Background: an optimization exercise with open tools, aiming at small area and a short achievable clock period. Do not read the settings as production practice. RTL that was checked went through simulation tests only; none was proved equivalent to the original.

==> inputs of job 9516 <==
==> flow/design.v <==
module cpu(
  input wire clk,
  input wire nreset,
  output wire led,
  output wire [7:0] debug_port1,
  output wire [7:0] debug_port2,
  output wire [7:0] debug_port3,
  output wire [7:0] debug_port4,
  output wire [7:0] debug_port5,
  output wire [7:0] debug_port6,
  output wire [7:0] debug_port7,
  output wire [31:0] imem_addr,
  input wire [31:0] imem_data,
  output wire [31:0] dmem_addr,
  output wire [31:0] dmem_wdata,
  output wire dmem_we,
  output wire dmem_re,
  input wire [31:0] dmem_rdata
  );
  assign led = 1'b1;
  reg rstd;
  always @(posedge clk) rstd <= nreset;
  wire rst = nreset | rstd;
  reg [31:0] pc;
  reg [31:0] ir;                 
  reg [31:0] da, dm;             
  reg [7:0]  drh;                
  reg [3:0]  drl;                
  reg        noopF;              
  reg        dzero;              
  reg [31:0] erx, ery;           
  reg        elate;
  reg [31:0] eaddr;              
  reg        exz;                
  reg        en, evs, esa;       
  reg        ewbt, els, ebr, elink, el;
  reg [3:0]  econd, erd;
  reg        fz, fn, fv;         
  reg [31:0] mdata, maddr;
  reg [3:0]  mrd;
  reg        mwe, mlink, mls, ml, mbr;
  reg [31:0] dout;
  reg [31:0] wd;
  reg [3:0]  wrd;
  reg        wwe, wlink, wbr;
  wire [31:0] rf [0:15];
  wire [31:0] ex = elate ? erx : ery;
  wire zE = exz | (ex == 32'd0);
  wire vE = evs & (ex[31] != esa);
  reg cex;
  always @* begin
    case (econd)
      4'b0000: cex = fz;
      4'b0001: cex = ~fz;
      4'b0010: cex = 1'b0;
      4'b0011: cex = 1'b1;
      4'b0100: cex = fn;
      4'b0101: cex = ~fn;
      4'b0110: cex = fv;
      4'b0111: cex = ~fv;
      4'b1000: cex = 1'b0;
      4'b1001: cex = 1'b1;
      4'b1010: cex = (fn == fv);
      4'b1011: cex = (fn != fv);
      4'b1100: cex = ~fz & (fn == fv);
      4'b1101: cex = fz | (fn != fv);
      default: cex = 1'b1;
    endcase
  end
  wire noopE = ebr & cex;
  wire weE   = ewbt & cex;
  assign debug_port4 = ex[7:0] & {8{~exz}};
  assign debug_port5 = ex[15:8] & {8{~exz}};
  wire [31:0] wdb = wlink ? rf[15] : wd;
  wire [14:0] bw;
  genvar g;
  generate
    for (g = 0; g < 15; g = g + 1) begin : bwg
      assign bw[g] = (wwe & (wrd == g)) | ((g == 14) & wlink);
    end
  endgenerate
  wire [3:0] fn_i = imem_data[19:16];
  wire [3:0] fm_i = imem_data[3:0];
  wire fisDP = (imem_data[27:26] == 2'b00);
  wire fisLS = (imem_data[27:26] == 2'b01);
  wire fisBR = (imem_data[27:25] == 3'b101);
  wire fimm  = imem_data[25];
  wire fimmop = fisDP & fimm;                    
  wire fusereg = ~fisBR & ~fimmop;               
  wire fregsh = fusereg & ~(fisLS & ~fimm);      
  wire [1:0] fstyp = imem_data[6:5];
  wire [4:0] famt  = imem_data[11:7];
  wire flsl = fregsh & (fstyp == 2'b00);
  wire flsr = fregsh & (fstyp[1] != fstyp[0]);
  wire [31:0] pmask = {32{fusereg}} & (flsl ? (32'hffffffff >> famt) :
                                       flsr ? (32'hffffffff << famt) : 32'hffffffff);
  wire [4:0] frot  = fimmop ? {imem_data[11:8], 1'b0} :
                     ~fregsh ? 5'd0 :
                     (fstyp == 2'b00) ? (5'd0 - famt) : famt;
  wire [31:0] fconst = fisBR ? {{6{imem_data[23]}}, imem_data[23:0], 2'b00} :
                       fimmop ? {24'd0, imem_data[7:0]} : 32'd0;
  reg [31:0] fa, fmr;
  reg ba, bm;
  integer k;
  always @* begin
    fa  = 32'd0;
    fmr = 32'd0;
    ba  = 1'b0;
    bm  = 1'b0;
    for (k = 0; k < 15; k = k + 1) begin
      fa  = fa  | ({32{(fn_i == k) & ~bw[k]}} & rf[k]);
      fmr = fmr | ({32{(fm_i == k) & ~bw[k]}} & rf[k]);
      ba  = ba | ((fn_i == k) & bw[k]);
      bm  = bm | ((fm_i == k) & bw[k]);
    end
    fa  = fa  | ({32{fn_i == 4'd15}} & pc) | ({32{ba}} & wdb);
    fmr = fmr | ({32{fm_i == 4'd15}} & pc) | ({32{bm}} & wdb);
  end
  wire [31:0] fm = (fmr & pmask) | fconst;
  wire isDP  = (ir[27:26] == 2'b00);
  wire isLSf = (ir[27:26] == 2'b01);
  wire isBRf = (ir[27:25] == 3'b101);
  wire [3:0] dop = ir[24:21];
  wire [3:0] f_rn = (isDP | isLSf) ? ir[19:16] : 4'd0;
  wire [3:0] f_rd = (isDP | isLSf) ? ir[15:12] : 4'd0;
  wire [3:0] f_rm = (isDP | isLSf) ? ir[3:0]   : 4'd0;
  wire [4:0] opD = noopF ? 5'b11111 :
                   isDP  ? {1'b0, dop} :
                   isLSf ? 5'b10000 :
                   isBRf ? 5'b10001 : 5'b11111;
  assign debug_port2 = {f_rd, f_rm};
  assign debug_port3 = {f_rn[2:0], opD};
  reg [31:0] rt, b;
  integer j;
  always @* begin
    rt = 32'd0;
    for (j = 0; j < 8; j = j + 1)
      rt = rt | ({32{drh[j]}} & ((dm >> (4*j)) | (dm << (32 - 4*j))));
    b = 32'd0;
    for (j = 0; j < 4; j = j + 1)
      b = b | ({32{drl[j]}} & ((rt >> j) | (rt << (32 - j))));
  end
  wire [31:0] a = da;
  wire sq = noopE | noopF;
  wire dpE = isDP & ~sq;
  wire [3:0] fE = dop;
  wire lsbr = isLSf | isBRf;
  reg [3:0] tt;                  
  always @* begin
    tt = 4'b0000;
    if (isDP & ~dzero) case (fE)
      4'b0000, 4'b1000: tt = 4'b1000;   
      4'b0001, 4'b1001: tt = 4'b0110;   
      4'b1100:          tt = 4'b1110;   
      4'b1101:          tt = 4'b1010;   
      4'b1110:          tt = 4'b0100;   
      4'b1111:          tt = 4'b0101;   
      default:          tt = 4'b0000;
    endcase
  end
  wire oadd = isDP & ((fE == 4'b0100) | (fE == 4'b1011));    
  wire osub = isDP & ((fE == 4'b0010) | (fE == 4'b1010));    
  wire orsb = isDP & (fE == 4'b0011);                        
  wire wbtD = dpE & ((fE[3:2] == 2'b11) | (fE[3] == 1'b0 && fE[2:0] <= 3'd4));
  wire lsD = isLSf & ~sq;
  wire brD = isBRf & ~sq;
  wire sa = a[31];
  wire sb = b[31];
  wire [31:0] u0, u1, v0, v1, na;
  neg32 NA(.x(a), .s(na));                         
  addc2 AU(.x(a), .y(~b), .s0(u0), .s1(u1));
  addc2 AV(.x(na), .y(~b), .s0(v0), .s1(v1));
  wire [31:0] s1 = ~v0;           
  wire [31:0] s2 = u1;            
  wire [31:0] s3 = ~u0;           
  wire [31:0] s4 = v1;            
  wire cadd = (sa & sb) | ((sa ^ sb) & s1[31]);     
  wire csub = (sa & ~sb) | (~(sa ^ sb) & s2[31]);   
  wire same  = (sa == sb);
  wire sub10 = sa & ~sb;
  wire late = (cadd & sub10 & (osub | orsb)) | (orsb & same & (csub ^ sa));
  wire [31:0] lres = (~a & ~b & {32{tt[0]}}) | (~a & b & {32{tt[1]}}) |
                     (a & ~b & {32{tt[2]}}) | (a & b & {32{tt[3]}});
  wire [31:0] rx = ({32{osub}} & s3) | ({32{orsb & same}} & s2) | ({32{orsb & sub10}} & s1);
  wire [31:0] ry = lres | ({32{lsbr}} & b) | ({32{oadd}} & s1) | ({32{osub}} & s2) |
                   ({32{orsb & same}} & s3) | ({32{orsb & ~same}} & s4);
  wire nflag = (oadd & cadd) |
               (osub & ~(sub10 & cadd) & csub) |
               (orsb & ((same & csub) | (sub10 & ~cadd)));
  wire vsel = (oadd & same) | ((osub | orsb) & ~same);
  wire arith0 = (fE == 4'b0101) | (fE == 4'b0110) | (fE == 4'b0111);
  assign dmem_we = mls & ~ml;
  assign dmem_re = mls & ml;
  assign dmem_addr = maddr;
  assign dmem_wdata = mdata;
  assign debug_port6 = dout[7:0];
  assign debug_port7 = dout[15:8];
  wire [31:0] pcs = pc + (wbr ? wd : 32'd4);
  wire [31:0] pcn = (wwe && wrd == 4'd15) ? wd : pcs;
  assign imem_addr = pc;
  assign debug_port1 = pc[9:2];
  always @(posedge clk) begin
    pc  <= rst ? 32'd0 : (pcn[31] ? (32'd0 - pcn) : pcn);
    ir  <= rst ? 32'd0 : imem_data;
    da  <= fa;
    dm  <= fm;
    drh <= 8'd1 << frot[4:2];
    drl <= 4'd1 << frot[1:0];
    noopF <= ~rst & noopE;
    dzero <= rst;
    erx   <= rx;
    ery   <= ry;
    elate <= late;
    eaddr <= ir[24] ? 32'd0 : a;
    exz   <= rst | ~dpE | arith0;
    en    <= ~rstd & dpE & nflag;
    evs   <= ~rstd & dpE & vsel;
    esa   <= sa;
    ewbt  <= rstd | wbtD;
    els   <= ~rstd & lsD;
    ebr   <= ~rstd & brD;
    elink <= ~rstd & isBRf & ir[24];
    econd <= rstd ? 4'd0 : ir[31:28];
    erd   <= ir[15:12];
    el    <= ir[20];
    fz <= ~rstd & zE;
    fn <= ~rstd & en;
    fv <= ~rstd & vE;
    mdata <= ex;
    maddr <= eaddr;
    mrd   <= erd;
    mwe   <= ~rstd & weE;
    mlink <= ~rstd & elink;
    mls   <= ~rst & els;
    ml    <= el;
    mbr   <= ~rstd & ebr;
    dout <= mls ? (ml ? dmem_rdata : mdata) : 32'd0;
    wd    <= mbr ? (mdata + (mdata[31] ? 32'hfffffff8 : 32'd8)) : mls ? dout : mdata;
    wrd   <= mrd;
    wwe   <= ~rstd & mwe;
    wlink <= ~rstd & mlink;
    wbr   <= ~rstd & mbr;
  end
  generate
    for (g = 0; g < 16; g = g + 1) begin : regs
      reg [31:0] q;
      assign rf[g] = q;
      if (g == 14) begin : r14
        always @(posedge clk)
          if (rstd | wlink | (wwe & (wrd == 4'd14)))
            q <= rstd ? 32'd0 : wdb;
      end else begin : rx
        always @(posedge clk)
          if (rstd | (wwe & (wrd == g)))
            q <= rstd ? 32'd0 : wd;
      end
    end
  endgenerate
endmodule
module addc2(input [31:0] x, input [31:0] y, output [31:0] s0, output [31:0] s1);
  wire [31:0] g0 = x & y;
  wire [31:0] p0 = x ^ y;
  reg [31:0] G, P, Gn, Pn;
  integer i, d;
  always @* begin
    G = g0; P = p0;
    for (d = 1; d < 32; d = d * 2) begin
      Gn = G; Pn = P;
      for (i = d; i < 32; i = i + 1) begin
        Gn[i] = G[i] | (P[i] & G[i-d]);
        Pn[i] = P[i] & P[i-d];
      end
      G = Gn; P = Pn;
    end
  end
  assign s0 = p0 ^ {G[30:0], 1'b0};
  assign s1 = p0 ^ {G[30:0] | P[30:0], 1'b1};
endmodule
module neg32(input [31:0] x, output [31:0] s);
  assign s = 32'd0 - x;
endmodule
==> flow/flow/run.sh <==
#!/bin/bash
# Own layout flow: the standard ORFS flow, with the standard synthesis unchanged
# (SYNTH_HIERARCHICAL comes from config.mk). Two differences in how the layout is made:
#  - timing repair aims for 8 ns of setup slack instead of 0, so it keeps sizing up
#    the critical paths well past what the 12 ns clock needs;
#  - ports are buffered with buf_4 cells (still one buffer per port), which the
#    resizer can size, instead of the delay cells buffer_ports picks by default.
set -euo pipefail
bash standard.sh SETUP_SLACK_MARGIN=8 "BUFFER_PORTS_ARGS=-buffer_cell sky130_fd_sc_hd__buf_4" finish > flow_standard.log 2>&1
==> flow/standard.sh <==
#!/bin/bash
# synth_recipe.tcl (not shown) runs the flow's synth.tcl, then flattens the netlist and writes it again
# the make line also repeats each setting of config.mk as NAME=value (left out here)
make -C /OpenROAD-flow-scripts/flow DESIGN_CONFIG=/design/flow/config.mk WORK_HOME=/design/flow/orfs CLKGATE_MAP_FILE= SYNTH_SCRIPT=/design/flow/synth_recipe.tcl "${@:-finish}"
==> flow/config.mk <==
export PLATFORM = sky130hd
export DESIGN_NAME = cpu
export DESIGN_NICKNAME = cpu
export VERILOG_FILES = /design/flow/design.v
export SDC_FILE = /design/flow/constraint.sdc
export NUM_CORES = 8
export LEC_CHECK = 0
export CAP_MARGIN = 20
export CORE_MARGIN = 2
export CORE_UTILIZATION = 60
export CTS_CLUSTER_DIAMETER = 60
export CTS_CLUSTER_SIZE = 12
export PLACE_DENSITY = 0.75
export SLEW_MARGIN = 20
export SYNTH_HIERARCHICAL = 1
==> flow/constraint.sdc <==
create_clock -name core_clock -period 12.0 [get_ports {clk}]
set_input_delay 2.4000 -clock core_clock [delete_from_list [all_inputs] [get_ports {clk}]]
set_output_delay 2.4000 -clock core_clock [all_outputs]
set_load 0.01 [all_outputs]
==> job 6680: changes against job 9516 <==
--- a/flow/design.v
+++ b/flow/design.v
@@ -29,6 +29,5 @@
   reg        noopF;              
   reg        dzero;              
-  reg [31:0] erx, ery;           
-  reg        elate;
+  reg [31:0] ex;                 
   reg [31:0] eaddr;              
   reg        exz;                
@@ -45,5 +44,4 @@
   reg        wwe, wlink, wbr;
   wire [31:0] rf [0:15];
-  wire [31:0] ex = elate ? erx : ery;
   wire zE = exz | (ex == 32'd0);
   wire vE = evs & (ex[31] != esa);
@@ -167,8 +165,9 @@
   wire sa = a[31];
   wire sb = b[31];
-  wire [31:0] u0, u1, v0, v1, na;
-  neg32 NA(.x(a), .s(na));                         
-  addc2 AU(.x(a), .y(~b), .s0(u0), .s1(u1));
-  addc2 AV(.x(na), .y(~b), .s0(v0), .s1(v1));
+  wire [31:0] na = 32'd0 - a;
+  wire [31:0] nb = ~b;
+  wire [31:0] u0, u1, v0, v1;
+  addc2 AU(.x(a), .y(nb), .s0(u0), .s1(u1));
+  addc2 AV(.x(na), .y(nb), .s0(v0), .s1(v1));
   wire [31:0] s1 = ~v0;           
   wire [31:0] s2 = u1;            
@@ -185,4 +184,5 @@
   wire [31:0] ry = lres | ({32{lsbr}} & b) | ({32{oadd}} & s1) | ({32{osub}} & s2) |
                    ({32{orsb & same}} & s3) | ({32{orsb & ~same}} & s4);
+  wire [31:0] res = late ? rx : ry;
   wire nflag = (oadd & cadd) |
                (osub & ~(sub10 & cadd) & csub) |
@@ -209,36 +209,34 @@
     noopF <= ~rst & noopE;
     dzero <= rst;
-    erx   <= rx;
-    ery   <= ry;
-    elate <= late;
+    ex    <= res;
     eaddr <= ir[24] ? 32'd0 : a;
     exz   <= rst | ~dpE | arith0;
-    en    <= ~rstd & dpE & nflag;
-    evs   <= ~rstd & dpE & vsel;
+    en    <= ~rst & dpE & nflag;
+    evs   <= ~rst & dpE & vsel;
     esa   <= sa;
-    ewbt  <= rstd | wbtD;
-    els   <= ~rstd & lsD;
-    ebr   <= ~rstd & brD;
-    elink <= ~rstd & isBRf & ir[24];
-    econd <= rstd ? 4'd0 : ir[31:28];
+    ewbt  <= rst | wbtD;
+    els   <= ~rst & lsD;
+    ebr   <= ~rst & brD;
+    elink <= ~rst & isBRf & ir[24];
+    econd <= rst ? 4'd0 : ir[31:28];
     erd   <= ir[15:12];
     el    <= ir[20];
-    fz <= ~rstd & zE;
-    fn <= ~rstd & en;
-    fv <= ~rstd & vE;
+    fz <= ~rst & zE;
+    fn <= ~rst & en;
+    fv <= ~rst & vE;
     mdata <= ex;
     maddr <= eaddr;
     mrd   <= erd;
-    mwe   <= ~rstd & weE;
-    mlink <= ~rstd & elink;
+    mwe   <= ~rst & weE;
+    mlink <= ~rst & elink;
     mls   <= ~rst & els;
     ml    <= el;
-    mbr   <= ~rstd & ebr;
+    mbr   <= ~rst & ebr;
     dout <= mls ? (ml ? dmem_rdata : mdata) : 32'd0;
     wd    <= mbr ? (mdata + (mdata[31] ? 32'hfffffff8 : 32'd8)) : mls ? dout : mdata;
     wrd   <= mrd;
-    wwe   <= ~rstd & mwe;
-    wlink <= ~rstd & mlink;
-    wbr   <= ~rstd & mbr;
+    wwe   <= ~rst & mwe;
+    wlink <= ~rst & mlink;
+    wbr   <= ~rst & mbr;
   end
   generate
@@ -248,10 +246,10 @@
       if (g == 14) begin : r14
         always @(posedge clk)
-          if (rstd | wlink | (wwe & (wrd == 4'd14)))
-            q <= rstd ? 32'd0 : wdb;
+          if (rst | wlink | (wwe & (wrd == 4'd14)))
+            q <= rst ? 32'd0 : wdb;
       end else begin : rx
         always @(posedge clk)
-          if (rstd | (wwe & (wrd == g)))
-            q <= rstd ? 32'd0 : wd;
+          if (rst | (wwe & (wrd == g)))
+            q <= rst ? 32'd0 : wd;
       end
     end
@@ -277,5 +275,2 @@
   assign s1 = p0 ^ {G[30:0] | P[30:0], 1'b1};
 endmodule
-module neg32(input [31:0] x, output [31:0] s);
-  assign s = 32'd0 - x;
-endmodule
==> flow/flow/run.sh (replaced) <==
#!/bin/bash
# Own layout flow: the standard ORFS flow (standard synthesis unchanged), with
# timing repair asked to aim for more setup slack than the 12 ns clock needs.
set -euo pipefail
bash standard.sh SETUP_SLACK_MARGIN=8 finish > flow_standard.log 2>&1
- SYNTH_HIERARCHICAL: 1 -> default
==> job 9426: changes against job 9516 <==
--- a/flow/design.v
+++ b/flow/design.v
@@ -25,10 +25,8 @@
   reg [31:0] ir;                 
   reg [31:0] da, dm;             
-  reg [7:0]  drh;                
-  reg [3:0]  drl;                
+  reg [4:0]  drot;               
   reg        noopF;              
   reg        dzero;              
-  reg [31:0] erx, ery;           
-  reg        elate;
+  reg [31:0] ex;                 
   reg [31:0] eaddr;              
   reg        exz;                
@@ -45,5 +43,4 @@
   reg        wwe, wlink, wbr;
   wire [31:0] rf [0:15];
-  wire [31:0] ex = elate ? erx : ery;
   wire zE = exz | (ex == 32'd0);
   wire vE = evs & (ex[31] != esa);
@@ -131,14 +128,9 @@
   assign debug_port2 = {f_rd, f_rm};
   assign debug_port3 = {f_rn[2:0], opD};
-  reg [31:0] rt, b;
-  integer j;
-  always @* begin
-    rt = 32'd0;
-    for (j = 0; j < 8; j = j + 1)
-      rt = rt | ({32{drh[j]}} & ((dm >> (4*j)) | (dm << (32 - 4*j))));
-    b = 32'd0;
-    for (j = 0; j < 4; j = j + 1)
-      b = b | ({32{drl[j]}} & ((rt >> j) | (rt << (32 - j))));
-  end
+  wire [31:0] r0 = drot[0] ? {dm[0],     dm[31:1]}   : dm;
+  wire [31:0] r1 = drot[1] ? {r0[1:0],   r0[31:2]}   : r0;
+  wire [31:0] r2 = drot[2] ? {r1[3:0],   r1[31:4]}   : r1;
+  wire [31:0] r3 = drot[3] ? {r2[7:0],   r2[31:8]}   : r2;
+  wire [31:0] b  = drot[4] ? {r3[15:0],  r3[31:16]}  : r3;
   wire [31:0] a = da;
   wire sq = noopE | noopF;
@@ -167,14 +159,13 @@
   wire sa = a[31];
   wire sb = b[31];
-  wire [31:0] u0, u1, v0, v1, na;
-  neg32 NA(.x(a), .s(na));                         
-  addc2 AU(.x(a), .y(~b), .s0(u0), .s1(u1));
-  addc2 AV(.x(na), .y(~b), .s0(v0), .s1(v1));
-  wire [31:0] s1 = ~v0;           
-  wire [31:0] s2 = u1;            
-  wire [31:0] s3 = ~u0;           
-  wire [31:0] s4 = v1;            
-  wire cadd = (sa & sb) | ((sa ^ sb) & s1[31]);     
-  wire csub = (sa & ~sb) | (~(sa ^ sb) & s2[31]);   
+  wire [31:0] na = 32'd0 - a;
+  wire [32:0] s1x = {a[31], a} + {b[31], b};
+  wire [32:0] s2x = {a[31], a} - {b[31], b};
+  wire [31:0] s1 = s1x[31:0];     
+  wire [31:0] s2 = s2x[31:0];     
+  wire [31:0] s3 = b + na;        
+  wire [31:0] s4 = na - b;        
+  wire cadd = s1x[32];            
+  wire csub = s2x[32];            
   wire same  = (sa == sb);
   wire sub10 = sa & ~sb;
@@ -185,4 +176,5 @@
   wire [31:0] ry = lres | ({32{lsbr}} & b) | ({32{oadd}} & s1) | ({32{osub}} & s2) |
                    ({32{orsb & same}} & s3) | ({32{orsb & ~same}} & s4);
+  wire [31:0] res = late ? rx : ry;
   wire nflag = (oadd & cadd) |
                (osub & ~(sub10 & cadd) & csub) |
@@ -205,40 +197,37 @@
     da  <= fa;
     dm  <= fm;
-    drh <= 8'd1 << frot[4:2];
-    drl <= 4'd1 << frot[1:0];
+    drot <= frot;
     noopF <= ~rst & noopE;
     dzero <= rst;
-    erx   <= rx;
-    ery   <= ry;
-    elate <= late;
+    ex    <= res;
     eaddr <= ir[24] ? 32'd0 : a;
     exz   <= rst | ~dpE | arith0;
-    en    <= ~rstd & dpE & nflag;
-    evs   <= ~rstd & dpE & vsel;
+    en    <= ~rst & dpE & nflag;
+    evs   <= ~rst & dpE & vsel;
     esa   <= sa;
-    ewbt  <= rstd | wbtD;
-    els   <= ~rstd & lsD;
-    ebr   <= ~rstd & brD;
-    elink <= ~rstd & isBRf & ir[24];
-    econd <= rstd ? 4'd0 : ir[31:28];
+    ewbt  <= rst | wbtD;
+    els   <= ~rst & lsD;
+    ebr   <= ~rst & brD;
+    elink <= ~rst & isBRf & ir[24];
+    econd <= rst ? 4'd0 : ir[31:28];
     erd   <= ir[15:12];
     el    <= ir[20];
-    fz <= ~rstd & zE;
-    fn <= ~rstd & en;
-    fv <= ~rstd & vE;
+    fz <= ~rst & zE;
+    fn <= ~rst & en;
+    fv <= ~rst & vE;
     mdata <= ex;
     maddr <= eaddr;
     mrd   <= erd;
-    mwe   <= ~rstd & weE;
-    mlink <= ~rstd & elink;
+    mwe   <= ~rst & weE;
+    mlink <= ~rst & elink;
     mls   <= ~rst & els;
     ml    <= el;
-    mbr   <= ~rstd & ebr;
+    mbr   <= ~rst & ebr;
     dout <= mls ? (ml ? dmem_rdata : mdata) : 32'd0;
     wd    <= mbr ? (mdata + (mdata[31] ? 32'hfffffff8 : 32'd8)) : mls ? dout : mdata;
     wrd   <= mrd;
-    wwe   <= ~rstd & mwe;
-    wlink <= ~rstd & mlink;
-    wbr   <= ~rstd & mbr;
+    wwe   <= ~rst & mwe;
+    wlink <= ~rst & mlink;
+    wbr   <= ~rst & mbr;
   end
   generate
@@ -248,34 +237,12 @@
       if (g == 14) begin : r14
         always @(posedge clk)
-          if (rstd | wlink | (wwe & (wrd == 4'd14)))
-            q <= rstd ? 32'd0 : wdb;
+          if (rst | wlink | (wwe & (wrd == 4'd14)))
+            q <= rst ? 32'd0 : wdb;
       end else begin : rx
         always @(posedge clk)
-          if (rstd | (wwe & (wrd == g)))
-            q <= rstd ? 32'd0 : wd;
+          if (rst | (wwe & (wrd == g)))
+            q <= rst ? 32'd0 : wd;
       end
     end
   endgenerate
 endmodule
-module addc2(input [31:0] x, input [31:0] y, output [31:0] s0, output [31:0] s1);
-  wire [31:0] g0 = x & y;
-  wire [31:0] p0 = x ^ y;
-  reg [31:0] G, P, Gn, Pn;
-  integer i, d;
-  always @* begin
-    G = g0; P = p0;
-    for (d = 1; d < 32; d = d * 2) begin
-      Gn = G; Pn = P;
-      for (i = d; i < 32; i = i + 1) begin
-        Gn[i] = G[i] | (P[i] & G[i-d]);
-        Pn[i] = P[i] & P[i-d];
-      end
-      G = Gn; P = Pn;
-    end
-  end
-  assign s0 = p0 ^ {G[30:0], 1'b0};
-  assign s1 = p0 ^ {G[30:0] | P[30:0], 1'b1};
-endmodule
-module neg32(input [31:0] x, output [31:0] s);
-  assign s = 32'd0 - x;
-endmodule
==> flow/run.sh (new file) <==
#!/bin/bash
# synth_recipe.tcl (not shown) runs the flow's synth.tcl, then flattens the netlist and writes it again
# the make line also repeats each setting of config.mk as NAME=value (left out here)
make -C /OpenROAD-flow-scripts/flow DESIGN_CONFIG=/design/flow/config.mk WORK_HOME=/design/flow/orfs CLKGATE_MAP_FILE= SYNTH_SCRIPT=/design/flow/synth_recipe.tcl finish
- SETUP_SLACK_MARGIN: default -> 5
- SYNTH_HIERARCHICAL: 1 -> default
removed: flow/flow/run.sh
removed: flow/standard.sh
==> results.toml <==
[outcome]
status = "no timing/DRC/antenna violations"

[cells_and_area]
final_cells = 6473

[power_and_ir_drop]
switching_share_pct = 41.4

[grt]
use_met1_pct = 57.8

[floorplanning]
die_area_sq_um = 85600
[end of results for job 9516]
==> results.toml <==
[grt]
use_met1_pct = 54.6

[floorplanning]
die_area_sq_um = 85700

[power_and_ir_drop]
switching_share_pct = 37.7

[outcome]
status = "no timing/DRC/antenna violations"

[cells_and_area]
final_cells = 6126
[end of results for job 9426]
==> results.toml <==
[outcome]
status = "no timing/DRC/antenna violations"

[cells_and_area]
largest_class = "multi-input combinational cells"
final_cells = 6198

[worst_setup_path]
rrSetupSlack_ns = 6.83

[sta]
tightest_slew_ns = 1.22
relSlewSlack_pct = 18.7

[power_and_ir_drop]
switching_share_pct = 40.6

[worst_hold_path]
whs_path_depth = 0

[logic_synthesis]
syn_area_per_cell_sq_um = 10.1

[floorplanning]
die_area_sq_um = 84400

[grt]
use_met1_pct = 58.8
[end of results for job 6680]
Only the layout flow was run in job 6680; the RTL was not checked for function there.

## re-timing with driven ports
In the flow no input, the clock included, has a driving cell. The finished layouts below were timed again as built, in two steps. Step 1 sets driving cells, clkbuf_16 on the clock port and buf_2 on the other inputs (assumed; they add their load-dependent delay and slew). Step 2, shift: input delay + t, output delay - t, t = (earliest + latest rising clock arrival at the registers) / 2. This alone moves slack from input paths to output paths. a / b / c = ideal / step 1 / step 2; a / b = the first two.
run	t (ns)	slack for setup (ns)	pins driven straight from the clock port
job 9516	0.762	7.529 / 7.476 / 7.080	1
job 6680	0.772	6.827 / 6.827 / 6.827	1
job 9426	0.740	5.309 / 5.309 / 5.309	1
After both steps every run listed still meets setup and hold. For job 9516, which loses most, drivers alone change the setup slack by -0.053 ns; drivers and shift together by -0.449 ns.
